This is an optimization exercise on Yosys and OpenROAD, whose aim is small area, a short achievable clock period and few clock cycles per item, not a production implementation. Function was not checked in any run shown here: the RTL went through the layout flow alone.

## flow/design.v (module list and top-level ports; edited modules follow where they fit)
// module mul_op: 1538 lines
// module mul_benc: 5 lines
// module mul_row: 7 lines
// module mul_fa: 4 lines
// module mul_fx: 6 lines
// module mul_ha: 4 lines
// module mul_xor: 3 lines
// module mul_xnor: 3 lines
// module mul_nand2: 3 lines
// module mul_nor2: 3 lines
// module mul_inv: 3 lines
// module mul_aoi21: 3 lines
// module mul_oai21: 3 lines
// module mul_selx: 3 lines
// module mul_selxn: 3 lines
// module mul_sel: 3 lines
module mul_op #(parameter INPUTS = 2,
		parameter OUTPUTS = 1,
		parameter DATA_IN_SIZE = 32,
		parameter DATA_OUT_SIZE = 32)
		(
		input clk,
		input rst,
		input [INPUTS * (DATA_IN_SIZE)- 1 : 0]data_in_bus,
		input [INPUTS - 1 : 0]valid_in_bus,
		output [INPUTS - 1 : 0] ready_in_bus,
		output [OUTPUTS * (DATA_OUT_SIZE) - 1 : 0]data_out_bus,
		output [OUTPUTS - 1 : 0]valid_out_bus,
		input 	[OUTPUTS - 1 : 0] ready_out_bus
);
  // ...
==> flow/flow/run.sh <==
#!/bin/bash
# The standard layout, with resizing free to change a cell's footprint (so the
# port buffers and other cells can be swapped for faster ones) and port
# buffers that are plain buffers rather than delay cells.
set -euo pipefail
bash standard.sh MATCH_CELL_FOOTPRINT=0 BUFFER_PORTS_ARGS="-buffer_cell sky130_fd_sc_hd__buf_2" finish > standard.log 2>&1
==> flow/standard.sh <==
#!/bin/bash
# synth_recipe.tcl (not shown) runs the flow's synth.tcl, then flattens the netlist and writes it again
# the make line also repeats each setting of config.mk as NAME=value (left out here)
make -C /OpenROAD-flow-scripts/flow DESIGN_CONFIG=/design/flow/config.mk WORK_HOME=/design/flow/orfs CLKGATE_MAP_FILE= SYNTH_SCRIPT=/design/flow/synth_recipe.tcl "${@:-finish}"
==> flow/config.mk <==
export PLATFORM = sky130hd
export DESIGN_NAME = mul_op
export DESIGN_NICKNAME = mul_op
export VERILOG_FILES = /design/flow/design.v
export SDC_FILE = /design/flow/constraint.sdc
export NUM_CORES = 4
export LEC_CHECK = 0
export CAP_MARGIN = 20
export CORE_MARGIN = 2
export CORE_UTILIZATION = 40
export SETUP_SLACK_MARGIN = 5
export SLEW_MARGIN = 20
export SYNTH_HIERARCHICAL = 1
==> flow/constraint.sdc <==
create_clock -name core_clock -period 8.0 [get_ports {clk}]
set_input_delay 1.6000 -clock core_clock [delete_from_list [all_inputs] [get_ports {clk}]]
set_output_delay 1.6000 -clock core_clock [all_outputs]
set_load 0.01 [all_outputs]
==> impl_metrics.ini, run 1 <==
[outcome]
status = finished clean

[worst_setup_path]
crit_cells = 10
r2r_start = rc4[10]$_DFFE_PN_
end_kind = flop

[cts]
clockBufferDepth = 3
cts-root-buf = clkbuf_16
postCtsSetupBuffers = 36

[grt]
grt_pass1_wl_microns = 86860
grt_pass1_vias = 14640
grtUsageMet3_pct = 3.042

[die]
initial_core_util_pct = 40.49
rows = 86
tap_cells = 748
die_w_microns = 240.2

[final_layout]
clk_share_pct = 3.591
fill_cells = 5070
multiInputGateArea_sq_um = 14460
final_cell_mix = xor2_1, xnor2_1, edfxtp_1
final_cells = 2872

[synthesis]
ys_types = 42
synth_xor_area_share_pct = 27.29
synthMuxAreaShare_pct = 0.6057
ys_top_cells_by_area = edfxtp_1, xor2_1, xnor2_1, maj3_2, a22oi_2

[hold_path]
hold_end = s_reg[6]$_DFFE_PN_
hp-class = reg2reg

[timing]
fin_setup_tns_ns = 0

[detailed_routing]
drtIter0Drc = 957
==> run 2: changes to the inputs <==
--- a/flow/design.v
+++ b/flow/design.v
@@ -14,34 +14,33 @@
 );
   reg fa, fb;
   reg [31:0] a_s;
   reg [47:0] sel_s;       
   wire [47:0] sel_in;
   reg sv;             
   wire ce = ~sv;      
   wire fire = fa & fb & ce;
-  wire [1:0] rin = {~fb | fire, ~fa | fire};
   reg [1:0] rdy;
   assign ready_in_bus = rdy;
-  wire fa_n = rin[0] ? valid_in_bus[0] : fa;
-  wire fb_n = rin[1] ? valid_in_bus[1] : fb;
+  wire fa_n = ready_in_bus[0] ? valid_in_bus[0] : (fa & ~fire);
+  wire fb_n = ready_in_bus[1] ? valid_in_bus[1] : (fb & ~fire);
   reg vp;
   wire sv_n = sv ? ~ready_out_bus[0] : (vp & ~ready_out_bus[0] & v[0]);
   always @(posedge clk, posedge rst)
     if (rst) begin fa <= 1'b0; fb <= 1'b0; rdy <= 2'b11; end
     else begin
       fa <= fa_n;
       fb <= fb_n;
       rdy[0] <= ~fa_n | (fb_n & ~sv_n);
       rdy[1] <= ~fb_n | (fa_n & ~sv_n);
     end
   always @(posedge clk) begin
-    if (rin[0]) a_s <= data_in_bus[31:0];
-    if (rin[1]) sel_s <= sel_in;
+    if (ready_in_bus[0]) a_s <= data_in_bus[31:0];
+    if (ready_in_bus[1]) sel_s <= sel_in;
   end
   reg [0:0] v;
   always @(posedge clk, posedge rst)
     if (rst) v <= 0;
     else if (ce) v <= fire;
   reg [31:0] s_reg, p_reg;
   wire p_en = ~vp | ready_out_bus[0];
   always @(posedge clk, posedge rst)
@@ -1021,20 +1020,20 @@
   mul_fx fx97 (.a(n119), .b(n121), .c(n123), .s(n264), .co(n265));
   mul_fx fx98 (.a(n126), .b(n128), .c(n130), .s(n266), .co(n267));
   mul_fx fx99 (.a(n23), .b(n125), .c(n132), .s(n268), .co(n269));
   mul_fx fx100 (.a(n127), .b(n129), .c(n131), .s(n270), .co(n271));
   mul_fx fx101 (.a(n134), .b(n136), .c(n29), .s(n272), .co(n273));
   mul_fx fx102 (.a(n138), .b(n133), .c(n140), .s(n274), .co(n275));
   mul_fx fx103 (.a(n135), .b(n137), .c(n142), .s(n276), .co(n277));
   mul_fx fx104 (.a(n144), .b(n35), .c(n139), .s(n278), .co(n279));
-  mul_fx fx105 (.a(n146), .b(n148), .c(n141), .s(n280), .co(n281));
+  mul_fx fx105 (.a(n146), .b(n141), .c(n148), .s(n280), .co(n281));
   mul_fx fx106 (.a(n143), .b(n145), .c(n150), .s(n282), .co(n283));
   mul_fx fx107 (.a(n152), .b(n43), .c(n147), .s(n284), .co(n285));
-  mul_fx fx108 (.a(n154), .b(n149), .c(n156), .s(n286), .co(n287));
+  mul_fx fx108 (.a(n149), .b(n154), .c(n156), .s(n286), .co(n287));
   mul_xor xr16 (.a(n151), .b(n153), .y(n288));
   mul_xor xr17 (.a(n161), .b(n162), .y(n289));
   mul_xor xr18 (.a(n163), .b(n164), .y(n290));
   mul_xor xr19 (.a(n288), .b(n165), .y(n291));
   mul_xor xr20 (.a(n289), .b(n155), .y(n292));
   mul_xor xr21 (.a(n290), .b(n157), .y(n293));
   mul_fx fx109 (.a(pp4[0]), .b(n14), .c(n170), .s(n294), .co(n295));
   mul_fx fx110 (.a(pp2[5]), .b(pp3[3]), .c(pp4[1]), .s(n296), .co(n297));
@@ -1053,94 +1052,94 @@
   mul_fx fx122 (.a(n196), .b(n192), .c(n194), .s(n322), .co(n323));
   mul_fx fx123 (.a(n197), .b(n193), .c(n195), .s(n324), .co(n325));
   mul_fx fx124 (.a(n198), .b(n200), .c(n202), .s(n326), .co(n327));
   mul_fx fx125 (.a(n199), .b(n201), .c(n204), .s(n328), .co(n329));
   mul_fx fx126 (.a(n206), .b(n208), .c(n203), .s(n330), .co(n331));
   mul_fx fx127 (.a(n205), .b(n207), .c(n210), .s(n332), .co(n333));
   mul_fx fx128 (.a(n212), .b(n209), .c(n214), .s(n334), .co(n335));
   mul_fx fx129 (.a(n211), .b(n213), .c(n216), .s(n336), .co(n337));
-  mul_fx fx130 (.a(n218), .b(n220), .c(n215), .s(n338), .co(n339));
+  mul_fx fx130 (.a(n218), .b(n215), .c(n220), .s(n338), .co(n339));
   mul_fx fx131 (.a(n217), .b(n222), .c(n219), .s(n340), .co(n341));
   mul_fx fx132 (.a(n224), .b(n221), .c(n226), .s(n342), .co(n343));
   mul_fx fx133 (.a(n223), .b(n228), .c(n225), .s(n344), .co(n345));
-  mul_fx fx134 (.a(n230), .b(n227), .c(n232), .s(n346), .co(n347));
+  mul_fx fx134 (.a(n227), .b(n230), .c(n232), .s(n346), .co(n347));
   mul_fx fx135 (.a(n229), .b(n234), .c(n231), .s(n348), .co(n349));
-  mul_fx fx136 (.a(n236), .b(n233), .c(n238), .s(n350), .co(n351));
+  mul_fx fx136 (.a(n233), .b(n236), .c(n238), .s(n350), .co(n351));
   mul_fx fx137 (.a(n235), .b(n240), .c(n237), .s(n352), .co(n353));
-  mul_fx fx138 (.a(n242), .b(n239), .c(n244), .s(n354), .co(n355));
-  mul_fx fx139 (.a(n241), .b(n243), .c(n246), .s(n356), .co(n357));
-  mul_fx fx140 (.a(n248), .b(n245), .c(n250), .s(n358), .co(n359));
-  mul_fx fx141 (.a(n247), .b(n252), .c(n254), .s(n360), .co(n361));
-  mul_fx fx142 (.a(n249), .b(n251), .c(n256), .s(n362), .co(n363));
-  mul_fx fx143 (.a(n253), .b(n258), .c(n255), .s(n364), .co(n365));
+  mul_fx fx138 (.a(n239), .b(n242), .c(n244), .s(n354), .co(n355));
+  mul_fx fx139 (.a(n241), .b(n243), .c(n245), .s(n356), .co(n357));
+  mul_fx fx140 (.a(n246), .b(n248), .c(n250), .s(n358), .co(n359));
+  mul_fx fx141 (.a(n247), .b(n249), .c(n251), .s(n360), .co(n361));
+  mul_fx fx142 (.a(n252), .b(n254), .c(n256), .s(n362), .co(n363));
+  mul_fx fx143 (.a(n253), .b(n255), .c(n258), .s(n364), .co(n365));
   mul_fx fx144 (.a(n257), .b(n260), .c(n262), .s(n366), .co(n367));
-  mul_fx fx145 (.a(n259), .b(n264), .c(n261), .s(n368), .co(n369));
+  mul_fx fx145 (.a(n259), .b(n261), .c(n264), .s(n368), .co(n369));
   mul_fx fx146 (.a(n266), .b(n263), .c(n268), .s(n370), .co(n371));
-  mul_fx fx147 (.a(n265), .b(n270), .c(n267), .s(n372), .co(n373));
-  mul_fx fx148 (.a(n272), .b(n269), .c(n274), .s(n374), .co(n375));
-  mul_fx fx149 (.a(n271), .b(n276), .c(n273), .s(n376), .co(n377));
+  mul_fx fx147 (.a(n265), .b(n267), .c(n270), .s(n372), .co(n373));
+  mul_fx fx148 (.a(n272), .b(n274), .c(n269), .s(n374), .co(n375));
+  mul_fx fx149 (.a(n271), .b(n273), .c(n276), .s(n376), .co(n377));
   mul_fx fx150 (.a(n278), .b(n275), .c(n280), .s(n378), .co(n379));
-  mul_fx fx151 (.a(n282), .b(n277), .c(n284), .s(n380), .co(n381));
+  mul_fx fx151 (.a(n277), .b(n282), .c(n284), .s(n380), .co(n381));
   mul_fx fx152 (.a(n279), .b(n281), .c(n286), .s(n382), .co(n383));
   mul_xor xr22 (.a(n283), .b(n291), .y(n384));
   mul_xor xr23 (.a(n292), .b(n293), .y(n385));
   mul_xor xr24 (.a(n384), .b(n285), .y(n386));
-  mul_xor xr25 (.a(n287), .b(n385), .y(n387));
+  mul_xor xr25 (.a(n385), .b(n287), .y(n387));
   assign lsum = {1'b0, n59, n57, n55, n5, n2, pp1[0], pp0[1], sel_s[2]} + {1'b0, n166, n58, n56, n54, n3, n1, 1'b0, pp0[0]};
-  mul_fa fa1 (.a(rc4[10]), .b(rc4[11]), .c(rc4[12]), .s(n388), .co(n389));
-  mul_fa fa2 (.a(rc4[13]), .b(rc4[14]), .c(rc4[15]), .s(n390), .co(n391));
-  mul_fa fa3 (.a(rc4[17]), .b(rc4[18]), .c(rc4[19]), .s(n392), .co(n393));
-  mul_fa fa4 (.a(rc4[21]), .b(rc4[22]), .c(rc4[23]), .s(n394), .co(n395));
-  mul_fa fa5 (.a(rc4[25]), .b(rc4[26]), .c(rc4[27]), .s(n396), .co(n397));
-  mul_fa fa6 (.a(rc4[29]), .b(rc4[30]), .c(rc4[31]), .s(n398), .co(n399));
-  mul_fa fa7 (.a(rc4[33]), .b(rc4[34]), .c(rc4[35]), .s(n400), .co(n401));
-  mul_fa fa8 (.a(rc4[37]), .b(rc4[38]), .c(rc4[39]), .s(n402), .co(n403));
-  mul_fa fa9 (.a(rc4[41]), .b(rc4[42]), .c(rc4[43]), .s(n404), .co(n405));
-  mul_fa fa10 (.a(rc4[45]), .b(rc4[46]), .c(rc4[47]), .s(n406), .co(n407));
-  mul_fa fa11 (.a(rc4[49]), .b(rc4[50]), .c(rc4[51]), .s(n408), .co(n409));
-  mul_fa fa12 (.a(rc4[53]), .b(rc4[54]), .c(rc4[55]), .s(n410), .co(n411));
-  mul_fa fa13 (.a(rc4[57]), .b(rc4[58]), .c(rc4[59]), .s(n412), .co(n413));
-  mul_fa fa14 (.a(rc4[61]), .b(rc4[62]), .c(rc4[63]), .s(n414), .co(n415));
-  mul_fa fa15 (.a(rc4[65]), .b(rc4[66]), .c(rc4[67]), .s(n416), .co(n417));
-  mul_fa fa16 (.a(rc4[69]), .b(rc4[70]), .c(rc4[71]), .s(n418), .co(n419));
-  mul_fa fa17 (.a(rc4[73]), .b(rc4[74]), .c(rc4[75]), .s(n420), .co(n421));
-  mul_fa fa18 (.a(rc4[77]), .b(rc4[78]), .c(rc4[79]), .s(n422), .co(n423));
-  mul_fa fa19 (.a(rc4[81]), .b(rc4[82]), .c(rc4[83]), .s(n424), .co(n425));
-  mul_fa fa20 (.a(rc4[85]), .b(rc4[86]), .c(rc4[87]), .s(n426), .co(n427));
-  mul_fa fa21 (.a(rc4[89]), .b(rc4[90]), .c(rc4[91]), .s(n428), .co(n429));
-  mul_fa fa22 (.a(rc4[93]), .b(rc4[94]), .c(rc4[95]), .s(n430), .co(n431));
-  mul_fa fa23 (.a(rc4[100]), .b(rc4[97]), .c(rc4[98]), .s(n432), .co(n433));
+  mul_fx fx153 (.a(rc4[10]), .b(rc4[11]), .c(rc4[12]), .s(n388), .co(n389));
+  mul_fx fx154 (.a(rc4[13]), .b(rc4[14]), .c(rc4[15]), .s(n390), .co(n391));
+  mul_fx fx155 (.a(rc4[17]), .b(rc4[18]), .c(rc4[19]), .s(n392), .co(n393));
+  mul_fx fx156 (.a(rc4[21]), .b(rc4[22]), .c(rc4[23]), .s(n394), .co(n395));
+  mul_fx fx157 (.a(rc4[25]), .b(rc4[26]), .c(rc4[27]), .s(n396), .co(n397));
+  mul_fx fx158 (.a(rc4[29]), .b(rc4[30]), .c(rc4[31]), .s(n398), .co(n399));
+  mul_fx fx159 (.a(rc4[33]), .b(rc4[34]), .c(rc4[35]), .s(n400), .co(n401));
+  mul_fx fx160 (.a(rc4[37]), .b(rc4[38]), .c(rc4[39]), .s(n402), .co(n403));
+  mul_fx fx161 (.a(rc4[41]), .b(rc4[42]), .c(rc4[43]), .s(n404), .co(n405));
+  mul_fx fx162 (.a(rc4[45]), .b(rc4[46]), .c(rc4[47]), .s(n406), .co(n407));
+  mul_fx fx163 (.a(rc4[49]), .b(rc4[50]), .c(rc4[51]), .s(n408), .co(n409));
+  mul_fx fx164 (.a(rc4[53]), .b(rc4[54]), .c(rc4[55]), .s(n410), .co(n411));
+  mul_fx fx165 (.a(rc4[57]), .b(rc4[58]), .c(rc4[59]), .s(n412), .co(n413));
+  mul_fx fx166 (.a(rc4[61]), .b(rc4[62]), .c(rc4[63]), .s(n414), .co(n415));
+  mul_fx fx167 (.a(rc4[65]), .b(rc4[66]), .c(rc4[67]), .s(n416), .co(n417));
+  mul_fx fx168 (.a(rc4[69]), .b(rc4[70]), .c(rc4[71]), .s(n418), .co(n419));
+  mul_fx fx169 (.a(rc4[73]), .b(rc4[74]), .c(rc4[75]), .s(n420), .co(n421));
+  mul_fx fx170 (.a(rc4[77]), .b(rc4[78]), .c(rc4[79]), .s(n422), .co(n423));
+  mul_fx fx171 (.a(rc4[81]), .b(rc4[82]), .c(rc4[83]), .s(n424), .co(n425));
+  mul_fx fx172 (.a(rc4[85]), .b(rc4[86]), .c(rc4[87]), .s(n426), .co(n427));
+  mul_fx fx173 (.a(rc4[89]), .b(rc4[90]), .c(rc4[91]), .s(n428), .co(n429));
+  mul_fx fx174 (.a(rc4[93]), .b(rc4[94]), .c(rc4[95]), .s(n430), .co(n431));
+  mul_fx fx175 (.a(rc4[100]), .b(rc4[97]), .c(rc4[98]), .s(n432), .co(n433));
   mul_xor xr26 (.a(rc4[101]), .b(rc4[102]), .y(n434));
   mul_xor xr27 (.a(rc4[103]), .b(rc4[104]), .y(n435));
   mul_ha ha30 (.a(rc4[8]), .b(rc4[9]), .s(n436), .co(n437));
-  mul_fa fa24 (.a(rc4[16]), .b(n389), .c(n390), .s(n438), .co(n439));
-  mul_fa fa25 (.a(rc4[20]), .b(n391), .c(n392), .s(n440), .co(n441));
-  mul_fa fa26 (.a(rc4[24]), .b(n393), .c(n394), .s(n442), .co(n443));
-  mul_fa fa27 (.a(rc4[28]), .b(n395), .c(n396), .s(n444), .co(n445));
-  mul_fa fa28 (.a(rc4[32]), .b(n397), .c(n398), .s(n446), .co(n447));
-  mul_fa fa29 (.a(rc4[36]), .b(n399), .c(n400), .s(n448), .co(n449));
-  mul_fa fa30 (.a(rc4[40]), .b(n401), .c(n402), .s(n450), .co(n451));
-  mul_fa fa31 (.a(rc4[44]), .b(n403), .c(n404), .s(n452), .co(n453));
-  mul_fa fa32 (.a(rc4[48]), .b(n405), .c(n406), .s(n454), .co(n455));
-  mul_fa fa33 (.a(rc4[52]), .b(n407), .c(n408), .s(n456), .co(n457));
-  mul_fa fa34 (.a(rc4[56]), .b(n409), .c(n410), .s(n458), .co(n459));
-  mul_fa fa35 (.a(rc4[60]), .b(n411), .c(n412), .s(n460), .co(n461));
-  mul_fa fa36 (.a(rc4[64]), .b(n413), .c(n414), .s(n462), .co(n463));
-  mul_fa fa37 (.a(rc4[68]), .b(n415), .c(n416), .s(n464), .co(n465));
-  mul_fa fa38 (.a(rc4[72]), .b(n417), .c(n418), .s(n466), .co(n467));
-  mul_fa fa39 (.a(rc4[76]), .b(n419), .c(n420), .s(n468), .co(n469));
-  mul_fa fa40 (.a(rc4[80]), .b(n421), .c(n422), .s(n470), .co(n471));
-  mul_fa fa41 (.a(rc4[84]), .b(n423), .c(n424), .s(n472), .co(n473));
-  mul_fa fa42 (.a(rc4[88]), .b(n425), .c(n426), .s(n474), .co(n475));
-  mul_fa fa43 (.a(rc4[92]), .b(n427), .c(n428), .s(n476), .co(n477));
-  mul_fa fa44 (.a(rc4[96]), .b(n429), .c(n430), .s(n478), .co(n479));
-  mul_fa fa45 (.a(rc4[99]), .b(n431), .c(n432), .s(n480), .co(n481));
+  mul_fx fx176 (.a(rc4[16]), .b(n389), .c(n390), .s(n438), .co(n439));
+  mul_fx fx177 (.a(rc4[20]), .b(n391), .c(n392), .s(n440), .co(n441));
+  mul_fx fx178 (.a(rc4[24]), .b(n393), .c(n394), .s(n442), .co(n443));
+  mul_fx fx179 (.a(rc4[28]), .b(n395), .c(n396), .s(n444), .co(n445));
+  mul_fx fx180 (.a(rc4[32]), .b(n397), .c(n398), .s(n446), .co(n447));
+  mul_fx fx181 (.a(rc4[36]), .b(n399), .c(n400), .s(n448), .co(n449));
+  mul_fx fx182 (.a(rc4[40]), .b(n401), .c(n402), .s(n450), .co(n451));
+  mul_fx fx183 (.a(rc4[44]), .b(n403), .c(n404), .s(n452), .co(n453));
+  mul_fx fx184 (.a(rc4[48]), .b(n405), .c(n406), .s(n454), .co(n455));
+  mul_fx fx185 (.a(rc4[52]), .b(n407), .c(n408), .s(n456), .co(n457));
+  mul_fx fx186 (.a(rc4[56]), .b(n409), .c(n410), .s(n458), .co(n459));
+  mul_fx fx187 (.a(rc4[60]), .b(n411), .c(n412), .s(n460), .co(n461));
+  mul_fx fx188 (.a(rc4[64]), .b(n413), .c(n414), .s(n462), .co(n463));
+  mul_fx fx189 (.a(rc4[68]), .b(n415), .c(n416), .s(n464), .co(n465));
+  mul_fx fx190 (.a(rc4[72]), .b(n417), .c(n418), .s(n466), .co(n467));
+  mul_fx fx191 (.a(rc4[76]), .b(n419), .c(n420), .s(n468), .co(n469));
+  mul_fx fx192 (.a(rc4[80]), .b(n421), .c(n422), .s(n470), .co(n471));
+  mul_fx fx193 (.a(rc4[84]), .b(n423), .c(n424), .s(n472), .co(n473));
+  mul_fx fx194 (.a(rc4[88]), .b(n425), .c(n426), .s(n474), .co(n475));
+  mul_fx fx195 (.a(rc4[92]), .b(n427), .c(n428), .s(n476), .co(n477));
+  mul_fx fx196 (.a(rc4[96]), .b(n429), .c(n430), .s(n478), .co(n479));
+  mul_fx fx197 (.a(rc4[99]), .b(n431), .c(n432), .s(n480), .co(n481));
   mul_xor xr28 (.a(n434), .b(n435), .y(n482));
-  mul_xor xr29 (.a(n482), .b(n433), .y(n483));
+  mul_xor xr29 (.a(n433), .b(n482), .y(n483));
   mul_xor g1 (.a(n388), .b(n436), .y(k1));
   mul_xor g2 (.a(n438), .b(n437), .y(k2));
   mul_xor g3 (.a(n440), .b(n439), .y(k3));
   mul_xor g4 (.a(n442), .b(n441), .y(k4));
   mul_xor g5 (.a(n444), .b(n443), .y(k5));
   mul_xor g6 (.a(n446), .b(n445), .y(k6));
   mul_xor g7 (.a(n448), .b(n447), .y(k7));
   mul_xor g8 (.a(n450), .b(n449), .y(k8));
==> run 2 against run 1 <==
  * Synthesized cell count up 4.8%
  * Hold slack worse by 0.0026 ns
  * Die area grew 1.8%
  * Non-clock buffer count decreased by 32
  * Sequential cell count unchanged
  * Cell count grew 2.4%
  * First-iteration DRC count rose by 7.0%
  * Via count grew 3.3%
  * Utilization shrank 1.1 points
==> impl_metrics.ini, run 2 <==
[grt]
antenna_found_initial = 2
grt_pass1_wl_microns = 90570
track_usage_pct = 19.75
overflow = 0
grt_pass1_vias = 15340
grt_max_degree = 74

[final_layout]
fill_cells = 5186
finalNetCount = 2268
area_growth_syn_to_layout_pct = 15.03
top_register = rc4
largest_register_ffs = 105
final_cells = 2942
antennaDiodeCount = 0
top_regs = rc4 (105), sel_s (48)
stdcell_area_sq_um = 26130
drive_gt1_share_pct = 33.94
final_cell_mix = xor2_1, xnor2_1, edfxtp_1
final_common_cell = xor2_1

[synthesis]
syn_area_sq_um = 22710
synth_compound_area_share_pct = 15.84
synth_simple_gate_area_share_pct = 3.619
ys_types = 42
synth-edff-count = 249
ys_top_cells_by_area = edfxtp_1, xor2_1, xnor2_1, maj3_2, a22oi_2
async_flop_share_pct = 2.734
synthAdderAreaFrac_pct = 11.86
ys_top_cells_by_count = xor2_1, xnor2_1, edfxtp_1
synth_xor_area_share_pct = 30.27
synth_top_family_by_area = XOR/XNOR gates
yosysMostFrequentCell = xor2_1
yosysSeqAreaShare_pct = 33.70
synth_seq_cells = 256
yosys.area.top_type = edfxtp_1
ys.flop_type = edfxtp_1
syn_area_per_cell_sq_um = 11.40
synth_top_area_share_pct = 32.92
syn_inst = 1993
synthMuxAreaShare_pct = 0.5949
ys.warnings.count = 7

[worst_setup_path]
end_kind = flop
crit_type = reg2reg
required_ns = 8.34
cp_slowest_stage_delay_ns = 0.44
cp_slowest_cell = edfxtp_1
crit_path_start_kind = flop
reg2reg_depth = 11
path_max_fanout = 6
path_cells = buf_12 > buf_4 > a22oi_2 > xnor2_2 > maj3_2 > xor2_1 > ha_1 > ha_4 > nor2b_2 > a221o_1 > a211o_1
crit_arrival_ns = 3.32

[timing]
timing.final.crit_share_pct = 37.21
worst_slew_pin_slew_ns = 0.9965
finalHoldViolCount = 0
fin_skew_ns = 0.04216
fin_crit_ns = 2.977
drv_slew = 0
setup_slack_ns = 5.023
grt_setup_unrepaired = true
fmax_mhz = 335.9
setup_viol = 0
fin_setup_tns_ns = 0
max_slew_margin_pct = 33.57

[cts]
htree_num_levels = 1
cts.reportedPaths.clkPinSlew_ns = 0.06
cts-root-buf = clkbuf_16
holdBufCountCts = 0
cts.sinks = 256
clk_latency_ns = 0.60
tritoncts = built
clockBufferDepth = 3
numCtsBuffers = 31

[place]
dp_hpwl_microns = 41650
numPortBuffers = 103
dp.cells = 2796
pre_cts_ws_ns = 4.472
postPlaceCellArea_sq_um = 23700
routabilityCongestion = 0.8752

[detailed_routing]
wl_per_cell_microns = 20.41
drtIter0Drc = 1024
dr.pass1.iters = 5
routed_wl_microns = 60030
vias = 15690
post-route-drc-count = 0
via_per_inst = 5.334
final_antenna_net_count = 0

[outcome]
status = finished clean

[die]
rows = 87
core_area_sq_um = 56280
io_pins = 104
initial_core_util_pct = 40.36
dieArea_sq_um = 58710
die_w_microns = 242.3
die_h_microns = 242.3

[hold_path]
whs_path_depth = 0
hp-class = reg2reg

[job]
max_cap_violations = 0
==> run 2: changes by cell type in the layout (fill, tap and decap cells not counted), sizes merged, moves of 3 or more <==
cell,delta
clkinvlp,-3
maj3,+45
xor2,+90
bufinv,+6
fa,-45
clkbuf,-6
clkinv,+3
buf,-31
==> run 2: metrics by stage <==
stage | hold WS (ns) | util, %
after floorplan | 0.4266 | -
after global placement | 0.4349 | 42.04
after detailed placement | 0.4409 | 42.11
after CTS | 0.4515 | 44.92
after global routing | 0.4646 | 46.43
final | 0.4524 | 46.43
==> run 2: per-layer routing <==
layer / up-vias / share of wire [%] / global-route usage, %
li1: 7448 / - / -
met1: 7699 / 45 / 26.48
met2: 437 / 47 / 33.04
met3: 108 / 4.7 / 2.415
met4: 0 / 3.3 / 6.427
met5: - / 0 / 0
==> run 2: logic make-up (layout without fill, tap and decap cells) <==
kind of cell,after synthesis,after routing
compound gates,397,397
xor+xnor,785,785
fa+ha+maj,235,235
buf+inv,111,302
flops,256,256
mux,9,9
other cells,1,3
simple gates,199,199
==> run 2: what timing repair did <==
item,CTS,global route
gates resized for setup,43,54
pin swaps,1,16
setup endpoints to repair,51,90
setup buffers,26,57
gates cloned,2,2
==> run 2: area by class of cell <==
class	instances	area (sq um)	share of cell area, %
clock inverters	21	304.0	1.164
clock buffers	37	828.3	3.170
inverters	12	48.80	0.1868
repair buffers	232	1866	7.140
flip-flops and latches	256	7662	29.33
multi-input cells	1628	14470	55.39
well taps	756	945.9	3.620
==> run 2: path summary, 6_finish.rpt <==
check	start	endpoint	slack [ns]
min in group asynchronous	rst	fa$_DFF_PP0_	0.93
worst max-delay path	a_s[3]$_DFFE_PP_	rc4[7]$_DFFE_PN_	5.02
worst max register to register	a_s[3]$_DFFE_PP_	rc4[7]$_DFFE_PN_	5.02
worst min-delay path	rc4[7]$_DFFE_PN_	s_reg[7]$_DFFE_PN_	0.45
max in group asynchronous	rst	rdy[1]$_DFF_PP1_	6.80
worst min register to register	rc4[7]$_DFFE_PN_	s_reg[7]$_DFFE_PN_	0.45
==> run 2: per-module statistics from Yosys (local to each module, per instance), excerpt <==
| module | area [sq um] | flops+latches | times used | cells inside |
|---|---|---|---|---|
| mul_op | 8049 | 256 | 1 | 313 |
| mul_nand2 | 3.754 | 0 | 49 | 1 |
| mul_inv | 3.754 | 0 | 7 | 1 |
| mul_benc | 38.79 | 0 | 16 | 5 |
| mul_xor | 8.758 | 0 | 459 | 1 |
| mul_ha | 12.51 | 0 | 30 | 1 |
| mul_oai21 | 5.005 | 0 | 48 | 1 |
| mul_sel | 15.01 | 0 | 9 | 1 |
| mul_xnor | 8.758 | 0 | 11 | 1 |
| mul_fx | 11.26 | 0 | 197 | 1 |
| mul_selxn | 17.52 | 0 | 11 | 3 |
| mul_nor2 | 3.754 | 0 | 58 | 1 |
| mul_aoi21 | 8.758 | 0 | 36 | 1 |
| mul_selx | 17.52 | 0 | 12 | 3 |
==> run 2: worst max-delay path: cells and delay by family, from the launching register on <==
kind,cells,cell delay (ns)
buffers and inverters,2,0.30
adder cells (fa/ha/maj),3,0.94
AO/OA/AOI/OAI,3,0.73
XOR/XNOR,2,0.26
AND/OR/NAND/NOR,1,0.05
flip-flops,1,0.44
==> run 3: changes to the inputs <==
--- a/flow/config.mk
+++ b/flow/config.mk
@@ -8,6 +8,7 @@
 export CAP_MARGIN = 20
 export CORE_MARGIN = 2
 export CORE_UTILIZATION = 40
+export CTS_BUF_LIST = sky130_fd_sc_hd__clkbuf_4 sky130_fd_sc_hd__clkbuf_8
 export SETUP_SLACK_MARGIN = 5
 export SLEW_MARGIN = 20
 export SYNTH_HIERARCHICAL = 1
==> run 3 against run 2 <==
  * Count of clock-buffer cells in the layout is 21 higher
  * Setup slack worse by 0.0085 ns
  * Still clean on timing, DRC and antenna
  * Non-clock buffer count is 7 higher
  * Die area stayed put
  * Critical path type unchanged
==> impl_metrics.ini, run 3 <==
[place]
pre_cts_ws_ns = 4.472
postPlaceCellArea_sq_um = 23700
dp_hpwl_microns = 41650
numPortBuffers = 103
routabilityCongestion = 0.8752
dp.cells = 2796

[timing]
fmax_mhz = 335.0
max_slew_margin_pct = 33.36
setup_slack_ns = 5.015
fin_skew_ns = 0.06018
drv_slew = 0
finalHoldViolCount = 0
worst_slew_pin_slew_ns = 0.9996
fin_setup_tns_ns = 0
fin_crit_ns = 2.985
setup_viol = 0
grt_setup_unrepaired = true
timing.final.crit_share_pct = 37.32

[grt]
grt_pass1_wl_microns = 91250
antenna_found_initial = 1
track_usage_pct = 20.08
overflow = 0
grt_max_degree = 74
grt_pass1_vias = 15490

[worst_setup_path]
reg2reg_depth = 11
path_max_fanout = 14
timing.rr.end = rc4[7]$_DFFE_PN_
required_ns = 8.35
crit_arrival_ns = 3.34
crit_type = reg2reg
crit_path_start_kind = flop
r2r_start = sel_s[6]$_DFFE_PP_
regToRegSetupSlack_ns = 5.01
end_kind = flop

[outcome]
status = finished clean

[detailed_routing]
drtIter0Drc = 1001
post-route-drc-count = 0
via_per_inst = 5.306
routed_wl_microns = 60860
vias = 15810
final_antenna_net_count = 0
wl_per_cell_microns = 20.42
dr.pass1.iters = 7

[synthesis]
synthMuxAreaShare_pct = 0.5949
syn_area_per_cell_sq_um = 11.40
synth_xor_area_share_pct = 30.27
synth_simple_gate_area_share_pct = 3.619
synth-edff-count = 249
syn_area_sq_um = 22710
synth_compound_area_share_pct = 15.84
synth_seq_cells = 256
synth_top_area_share_pct = 32.92
async_flop_share_pct = 2.734
ys.flop_type = edfxtp_1
ys_top_cells_by_count = xor2_1, xnor2_1, edfxtp_1
synthAdderAreaFrac_pct = 11.86
ys_top_cells_by_area = edfxtp_1, xor2_1, xnor2_1, maj3_2, a22oi_2
yosysMostFrequentCell = xor2_1
yosysSeqAreaShare_pct = 33.70
ys_types = 42
syn_inst = 1993
yosys.area.top_type = edfxtp_1
synth_top_family_by_area = XOR/XNOR gates
ys.warnings.count = 7

[hold_path]
hp-class = reg2reg
whs_path_depth = 0
min-delay-start = rc4[7]$_DFFE_PN_
hold_end = s_reg[7]$_DFFE_PN_

[final_layout]
final_cells = 2980
regArea_sq_um = 7662
final_cell_mix = xor2_1, xnor2_1, edfxtp_1
multiInputGateArea_sq_um = 14470
final_common_cell = xor2_1
drive_gt1_share_pct = 34.35
finalNetCount = 2292
top_regs = rc4 (105), sel_s (48)
largest_register_ffs = 105
area_growth_syn_to_layout_pct = 14.84
stdcell_area_sq_um = 26090
antennaDiodeCount = 0
fill_cells = 5214
top_register = rc4

[job]
max_cap_violations = 0

[cts]
tritoncts = built
cts-root-buf = clkbuf_8
cts.sinks = 256
clk_latency_ns = 0.65
clockBufferDepth = 3
numCtsBuffers = 48
holdBufCountCts = 0
cts.reportedPaths.clkPinSlew_ns = 0.06
htree_num_levels = 2

[die]
core_area_sq_um = 56280
die_h_microns = 242.3
dieArea_sq_um = 58710
die_w_microns = 242.3
initial_core_util_pct = 40.36
rows = 87
io_pins = 104
[run 3: cell counts after synthesis]
No cell type changed its count.
[run 3: worst max-delay path by stage]
stage	to	start	depth (start not counted)	slack (ns)
final	rc4[7]$_DFFE_PN_	sel_s[6]$_DFFE_PP_	11	5.01
after global routing	p_reg[26]$_DFFE_PP_	rc4[15]$_DFFE_PN_	11	4.88
after CTS	ready_in_bus[0]	rdy[0]$_DFF_PP1_	1	4.99
after detailed placement	rc4[7]$_DFFE_PN_	sel_s[2]$_DFFE_PP_	10	4.47
after global placement	rc4[7]$_DFFE_PN_	sel_s[3]$_DFFE_PP_	10	4.39
after floorplan	rc4[0]$_DFFE_PN_	sv$_DFF_PP0_	1	4.66
[run 3: cell type report]
type,instances,area share (%)
clock inverters,31,0.9785
flip-flops and latches,256,29.37
well taps,756,3.626
multi-input cells,1628,55.45
clock buffers,58,2.820
inverters,12,0.1871
repair buffers,239,7.559
[run 3: kinds of logic after synthesis]
kind of cell / after synthesis
other: 1
xor gates and xnor gates: 785
muxes: 9
buffers and inverters: 111
and+or+nand+nor: 199
DFF: 256
adders and majority gates: 235
AOI/OAI and AO/OA: 397
[run 3: routing by layer]
layer / vias up / GRT usage [%] / wire, microns
met2: 479 / 33.25 / 28510
li1: 7507 / - / -
met5: - / 0 / 0
met4: 0 / 7.298 / 1799
met1: 7709 / 26.68 / 27020
met3: 117 / 2.803 / 3532
[run 3: stage by stage]
step | hold slack (ns) | util [%]
global placement | 0.4349 | 42.04
detailed placement | 0.4409 | 42.11
CTS | 0.4495 | 44.66
floorplan | 0.4266 | -
finish | 0.4479 | 46.35
global route | 0.4622 | 46.35
[run 3: critical path, cell delays in order, from the launching register on]
cell and delay (ns):
edfxtp_1 0.43, buf_12 0.19, a22oi_2 0.17, xnor2_1 0.09, ha_2 0.23, xor2_2 0.18
xor2_1 0.18, ha_1 0.33, ha_4 0.31, nor2b_2 0.05, a221o_1 0.31, a211o_1 0.23
[run 3: repair_timing]
item,CTS,global route
buffers inserted,27,61
cloned,2,4
endpoints found under the setup margin,48,94
resized for setup,43,49
pin swaps,1,13
[run 3: modules after synthesis (local to each module, per instance), excerpt]
module | copies in the design | cells inside | flip-flops and latches | area (sq um)
mul_inv | 7 | 1 | 0 | 3.754
mul_sel | 9 | 1 | 0 | 15.01
mul_selx | 12 | 3 | 0 | 17.52
mul_op | 1 | 313 | 256 | 8049
mul_nor2 | 58 | 1 | 0 | 3.754
mul_aoi21 | 36 | 1 | 0 | 8.758
==> run 4: changes to the inputs <==
==> flow/flow/run.sh (replaced) <==
#!/bin/bash
# The standard layout, with resizing free to change a cell's footprint (so the
# port buffers and other cells can be swapped for faster ones), port buffers
# that are plain buffers rather than delay cells, and timing repair aiming at
# a setup slack of 5.3 ns.
set -euo pipefail
bash standard.sh MATCH_CELL_FOOTPRINT=0 BUFFER_PORTS_ARGS="-buffer_cell sky130_fd_sc_hd__buf_2" SETUP_SLACK_5.3=5.3 finish > standard.log 2>&1
--- a/flow/config.mk
+++ b/flow/config.mk
@@ -8,7 +8,6 @@
 export CAP_MARGIN = 20
 export CORE_MARGIN = 2
 export CORE_UTILIZATION = 40
-export CTS_BUF_LIST = sky130_fd_sc_hd__clkbuf_4 sky130_fd_sc_hd__clkbuf_8
 export SETUP_SLACK_MARGIN = 5
 export SLEW_MARGIN = 20
 export SYNTH_HIERARCHICAL = 1
==> run 4 against run 3 <==
  * Still clean
  * Register-to-register slack about the same
  * Synthesized cell count unchanged
  * Critical endpoint unchanged
  * Final area is 0.16% higher
  * Utilization increased by 0.076 points
==> impl_metrics.ini, run 4 <==
[outcome]
status = finished clean

[grt]
met1_usage_pct = 26.48
grt-busiest-layer = met2
grtUsageMet3_pct = 2.415
track_usage_pct = 19.75
overflow = 0
grt_pass1_wl_microns = 90570
antenna_found_initial = 2
grt_max_degree = 74
grt_pass1_vias = 15340
use_met2_pct = 33.04

[final_layout]
top_regs = rc4 (105), sel_s (48)
stdcell_area_sq_um = 26130
final_cell_mix = xor2_1, xnor2_1, edfxtp_1
antennaDiodeCount = 0
regArea_sq_um = 7662
fill_cells = 5186
multiInputGateArea_sq_um = 14470
top_register = rc4
drive_gt1_share_pct = 33.94
final_common_cell = xor2_1
largest_register_ffs = 105
area_growth_syn_to_layout_pct = 15.03
finalNetCount = 2268

[place]
postPlaceCellArea_sq_um = 23700
routabilityCongestion = 0.8752
numPortBuffers = 103
dp_hpwl_microns = 41650

[cts]
cts-root-buf = clkbuf_16
clk_latency_ns = 0.60
cts.reportedPaths.clkPinSlew_ns = 0.06
numCtsBuffers = 31
clockBufferDepth = 3
cts.sinks = 256
tritoncts = built
htree_num_levels = 1

[timing]
worst_slew_pin_slew_ns = 0.9965
grt_setup_unrepaired = true
fin_crit_ns = 2.977
fin_setup_tns_ns = 0
finalHoldViolCount = 0
holdWs_ns = 0.4524
fmax_mhz = 335.9
setup_viol = 0
max_slew_margin_pct = 33.57
fin_skew_ns = 0.04216
drv_slew = 0
timing.final.crit_share_pct = 37.21

[worst_setup_path]
path_cells = buf_12 > buf_4 > a22oi_2 > xnor2_2 > maj3_2 > xor2_1 > ha_1 > ha_4 > nor2b_2 > a221o_1 > a211o_1
end_kind = flop
crit_type = reg2reg
reg2reg_depth = 11
path_max_fanout = 6
crit_path_start_kind = flop
crit_arrival_ns = 3.32
cp_slowest_cell = edfxtp_1
required_ns = 8.34
cp_slowest_stage_delay_ns = 0.44

[synthesis]
ys.flop_type = edfxtp_1
yosysSeqAreaShare_pct = 33.70
yosysMostFrequentCell = xor2_1
ys_top_cells_by_count = xor2_1, xnor2_1, edfxtp_1
ys_top_cells_by_area = edfxtp_1, xor2_1, xnor2_1, maj3_2, a22oi_2
syn_area_sq_um = 22710
synth_seq_cells = 256
ys_types = 42
syn_area_per_cell_sq_um = 11.40
synth_top_area_share_pct = 32.92
async_flop_share_pct = 2.734
synth-edff-count = 249
syn_inst = 1993
ys.warnings.count = 7
yosys.area.top_type = edfxtp_1

[die]
rows = 87
initial_core_util_pct = 40.36
core_area_sq_um = 56280
die_h_microns = 242.3
die_w_microns = 242.3
dieArea_sq_um = 58710
io_pins = 104

[hold_path]
hp-class = reg2reg
whs_path_depth = 0

[detailed_routing]
wl_per_cell_microns = 20.41
routed_wl_microns = 60030
drtIter0Drc = 1024
final_antenna_net_count = 0
vias = 15690
post-route-drc-count = 0
via_per_inst = 5.334
dr.pass1.iters = 5

[job]
max_cap_violations = 0
-- run 4: cells by family (layout without fill, tap and decap cells) --
kind of cell	Yosys count	after routing	synth area share [%]
fa+ha+maj	235	235	11.86
mux	9	9	0.5949
buf+inv	111	302	4.098
simple gates	199	199	3.619
xor+xnor	785	785	30.27
flops	256	256	33.70
compound gates	397	397	15.84
other cells	1	3	0.01651
-- run 4: path summary, 6_finish.rpt --
path / to / slack [ns] / start
worst min register to register: s_reg[7]$_DFFE_PN_ / 0.45 / rc4[7]$_DFFE_PN_
worst min-delay path: s_reg[7]$_DFFE_PN_ / 0.45 / rc4[7]$_DFFE_PN_
min in group asynchronous: fa$_DFF_PP0_ / 0.93 / rst
worst max register to register: rc4[7]$_DFFE_PN_ / 5.02 / a_s[3]$_DFFE_PP_
max in group asynchronous: rdy[1]$_DFF_PP1_ / 6.80 / rst
worst max-delay path: rc4[7]$_DFFE_PN_ / 5.02 / a_s[3]$_DFFE_PP_
-- run 4: worst max-delay path: cells and delay by family (launching register included) --
family	cells	cell delay [ns]
AND/OR/NAND/NOR	1	0.05
adder cells (fa/ha/maj)	3	0.94
buffers and inverters	2	0.30
AO/OA/AOI/OAI	3	0.73
XOR/XNOR	2	0.26
flip-flops	1	0.44
-- run 4: area by class of cell --
type / instances / share of cell area (%)
timing repair buffer: 232 / 7.140
sequential: 256 / 29.33
multi-input combinational: 1628 / 55.39
tap: 756 / 3.620
clock buffer: 37 / 3.170
inverter: 12 / 0.1868
clock inverter: 21 / 1.164
-- run 4: timing repair --
action	CTS	global route
setup endpoints to repair	51	90
cloned	2	2
setup buffers	26	57
gates resized for setup	43	54
hold buffers	0	0
pin swaps	1	16
-- run 4: per-stage QoR --
stage / worst slack, ns / instances / util (%)
after floorplan: 4.656 / 1995 / -
after global placement: 4.386 / 2794 / 42.04
after detailed placement: 4.472 / 2796 / 42.11
after CTS: 5.001 / 2882 / 44.92
after global routing: 4.853 / 2942 / 46.43
final: 5.023 / 2942 / 46.43
-- run 4: modules after synthesis, one instance, submodules excluded, excerpt --
| module | times used | cell area [sq um] | flops+latches | cells |
|---|---|---|---|---|
| mul_xor | 459 | 8.758 | 0 | 1 |
| mul_selxn | 11 | 17.52 | 0 | 3 |
| mul_nor2 | 58 | 3.754 | 0 | 1 |
| mul_oai21 | 48 | 5.005 | 0 | 1 |
| mul_aoi21 | 36 | 8.758 | 0 | 1 |
| mul_sel | 9 | 15.01 | 0 | 1 |
| mul_selx | 12 | 17.52 | 0 | 3 |
-- run 4: layer usage --
metal / part of all wire, % / wire, microns
met4: 3.3 / 1952
met2: 47 / 28230
met1: 45 / 27020
met5: 0 / 0
met3: 4.7 / 2834
==> run 5: changes to the inputs <==
==> flow/flow/run.sh (replaced) <==
#!/bin/bash
# The standard layout, with resizing free to change a cell's footprint (so the
# port buffers and other cells can be swapped for faster ones), port buffers
# that are plain buffers rather than delay cells, and timing repair aiming at
# a setup slack of 5.3 ns.
set -euo pipefail
bash standard.sh MATCH_CELL_FOOTPRINT=0 BUFFER_PORTS_ARGS="-buffer_cell sky130_fd_sc_hd__buf_2" SETUP_SLACK_MARGIN=5.3 finish > standard.log 2>&1
==> run 5 against run 4 <==
  * Critical path depth shrank 1
  * Via count grew 5.2%
  * Register-to-register slack gained 0.02 ns
  * Sequential cell count is the same
  * Fmax grew 0.58%
  * Setup slack gained 0.017 ns
  * First-iteration DRC count grew 20%
  * Global-route usage grew 1.3 points
  * Critical path type unchanged
==> impl_metrics.ini, run 5 <==
[outcome]
status = finished clean

[timing]
drv_slew = 0
setup_viol = 0
fin_setup_tns_ns = 0
fin_crit_ns = 2.960
grt_setup_unrepaired = true
fin_skew_ns = 0.03367
setup_slack_ns = 5.040
finalHoldViolCount = 0
max_slew_margin_pct = 35.44
timing.final.crit_share_pct = 36.99
fmax_mhz = 337.9
worst_slew_pin_slew_ns = 0.9683

[worst_setup_path]
timing.rr.end = rc4[7]$_DFFE_PN_
required_ns = 8.35
crit_type = reg2reg
crit_path_start_kind = flop
path_max_fanout = 16
r2r_start = a_s[1]$_DFFE_PP_
reg2reg_depth = 10
end_kind = flop
regToRegSetupSlack_ns = 5.04
crit_arrival_ns = 3.31

[place]
routabilityCongestion = 0.8651
pre_cts_ws_ns = 4.511
numPortBuffers = 103
dp_hpwl_microns = 40910

[synthesis]
ys_types = 42
syn_area_per_cell_sq_um = 11.40
syn_area_sq_um = 22710
synth-edff-count = 249
async_flop_share_pct = 2.734
syn_inst = 1993
synth_seq_cells = 256
ys.flop_type = edfxtp_1
ys_top_cells_by_count = xor2_1, xnor2_1, edfxtp_1
synth_top_area_share_pct = 32.92
yosysSeqAreaShare_pct = 33.70
yosysMostFrequentCell = xor2_1
ys_top_cells_by_area = edfxtp_1, xor2_1, xnor2_1, maj3_2, a22oi_2
yosys.area.top_type = edfxtp_1
ys.warnings.count = 7

[detailed_routing]
drtIter0Drc = 1230
post-route-drc-count = 0
vias = 16510
wl_per_cell_microns = 20.87
routed_wl_microns = 64190
final_antenna_net_count = 0
dr.pass1.iters = 5
via_per_inst = 5.370

[cts]
cts.reportedPaths.clkPinSlew_ns = 0.06
cts.sinks = 256
holdBufCountCts = 0
tritoncts = built
htree_num_levels = 1
clockBufferDepth = 3
cts-root-buf = clkbuf_16
clk_latency_ns = 0.60
numCtsBuffers = 31

[grt]
track_usage_pct = 21.10
grtUsageMet3_pct = 3.024
overflow = 0
grt_max_degree = 64
grt-busiest-layer = met2
met1_usage_pct = 27.78
grt_pass1_vias = 16330
antenna_found_initial = 0
use_met2_pct = 35.72
grt_pass1_wl_microns = 96240

[hold_path]
whs_path_depth = 0
hp-class = reg2reg
hold_end = s_reg[4]$_DFFE_PN_
min-delay-start = rc4[4]$_DFFE_PN_

[final_layout]
top_regs = rc4 (105), sel_s (48)
top_register = rc4
multiInputGateArea_sq_um = 15860
fill_cells = 4901
largest_register_ffs = 105
final_cell_mix = xor2_1, xnor2_1, edfxtp_1
finalNetCount = 2400
regArea_sq_um = 7662
final_common_cell = xor2_1
drive_gt1_share_pct = 46.29
area_growth_syn_to_layout_pct = 26.95

[die]
die_h_microns = 242.3
core_area_sq_um = 56280
dieArea_sq_um = 58710
io_pins = 104
rows = 87
initial_core_util_pct = 40.36
die_w_microns = 242.3

[job]
max_cap_violations = 0
## run 5: kinds of logic after synthesis
kind of cell    count (synthesis)  share of synthesized area (%)
xor+xnor                      785                          30.27
compound gates                397                          15.84
flops                         256                          33.70
fa+ha+maj                     235                          11.86
simple gates                  199                          3.619
buf+inv                       111                          4.098
mux                             9                         0.5949
other cells                     1                        0.01651
## run 5: area by class of cell
class                           instances  area share, %
Multi-Input combinational cell       1628          55.00
Sequential cell                       256          26.57
Timing Repair Buffer                  363          11.31
Tap cell                              756          3.280
Clock buffer                           39          2.977
Clock inverter                         19         0.6465
Inverter                               12         0.1866
Timing Repair inverter                  1        0.01736
Antenna cell                            1       0.008678
## run 5: metrics by stage
stage	utilization (%)	instance area, sq um	hold slack [ns]	cells
2_1_floorplan	-	22850	0.4266	1995
3_3_place_gp	42.17	23730	0.4381	2796
3_5_place_dp	42.22	23760	0.4433	2798
4_1_cts	48.30	27180	0.4537	3014
5_1_grt	51.23	28830	0.4711	3074
6_report	51.24	28840	0.4539	3075
## run 5: worst max-delay path, cell delays in order (launching register included)
cell and delay, ns:
edfxtp_1 0.43, buf_12 0.20, a22oi_1 0.22, xnor2_1 0.13, maj3_2 0.35, xor2_1 0.17
xor2_1 0.15, ha_1 0.32, nor2b_2 0.17, a221o_1 0.32, a211o_1 0.25
## run 5: worst max-delay path by stage
stage                  startpoint                to  slack [ns]  depth (start not counted)
2_1_floorplan        sv$_DFF_PP0_  rc4[0]$_DFFE_PN_        4.66                          1
3_3_place_gp   sel_s[3]$_DFFE_PP_  rc4[7]$_DFFE_PN_        4.39                         10
3_5_place_dp   sel_s[2]$_DFFE_PP_  rc4[7]$_DFFE_PN_        4.51                         10
4_1_cts          rdy[1]$_DFF_PP1_   ready_in_bus[1]        4.98                          1
5_1_grt          a_s[3]$_DFFE_PP_  rc4[7]$_DFFE_PN_        4.96                         11
6_report         a_s[1]$_DFFE_PP_  rc4[7]$_DFFE_PN_        5.04                         10
## run 5: timing repair
item                                    4_1_cts  5_1_grt
buffers inserted                            148       59
endpoints found under the setup margin      178      162
cloned                                       10        1
pin swaps                                    52      131
gates resized for setup                     177      233
## run 5: per-module statistics from Yosys, one instance, submodules excluded, excerpt
module     area (sq um)  flip-flops and latches
mul_nand2         3.754                       0
mul_aoi21         8.758                       0
mul_oai21         5.005                       0
mul_benc          38.79                       0
mul_selx          17.52                       0
mul_ha            12.51                       0
mul_sel           15.01                       0
mul_xor           8.758                       0
mul_inv           3.754                       0
mul_nor2          3.754                       0
mul_op             8049                     256
## run 5: per-layer routing
layer,up-vias,part of all wire (%)
met1,8137,43
met2,563,48
met5,-,0
met3,131,6.0
li1,7681,-
met4,0,3.2

## port drivers added, routing unchanged
No port has a modelled driver above. Below, the same layouts with a new extraction and two added sets of constraints. Step 1: set_driving_cell puts a clkbuf_16 on clk and a buf_2 on each other input, an assumption about the parent block. Step 2 times the ports against the registers' clock, not the clock port: input delays grow and output delays shrink by t, the midpoint of the rising clock arrivals with the driver on. a / b / c = ideal ports / drivers / drivers and shift; a / b = the first two.
run	shift t [ns]	setup slack, ns	worst setup path at the end
run 1	0.630	5.015 / 5.015 / 5.015	register to register
run 2	0.639	5.023 / 5.003 / 5.023	register to register
run 3	0.678	5.015 / 5.009 / 5.015	register to register
run 4	0.639	5.023 / 5.003 / 5.023	register to register
run 5	0.643	5.040 / 4.999 / 5.040	register to register
After both steps setup and hold are still met in every run listed.
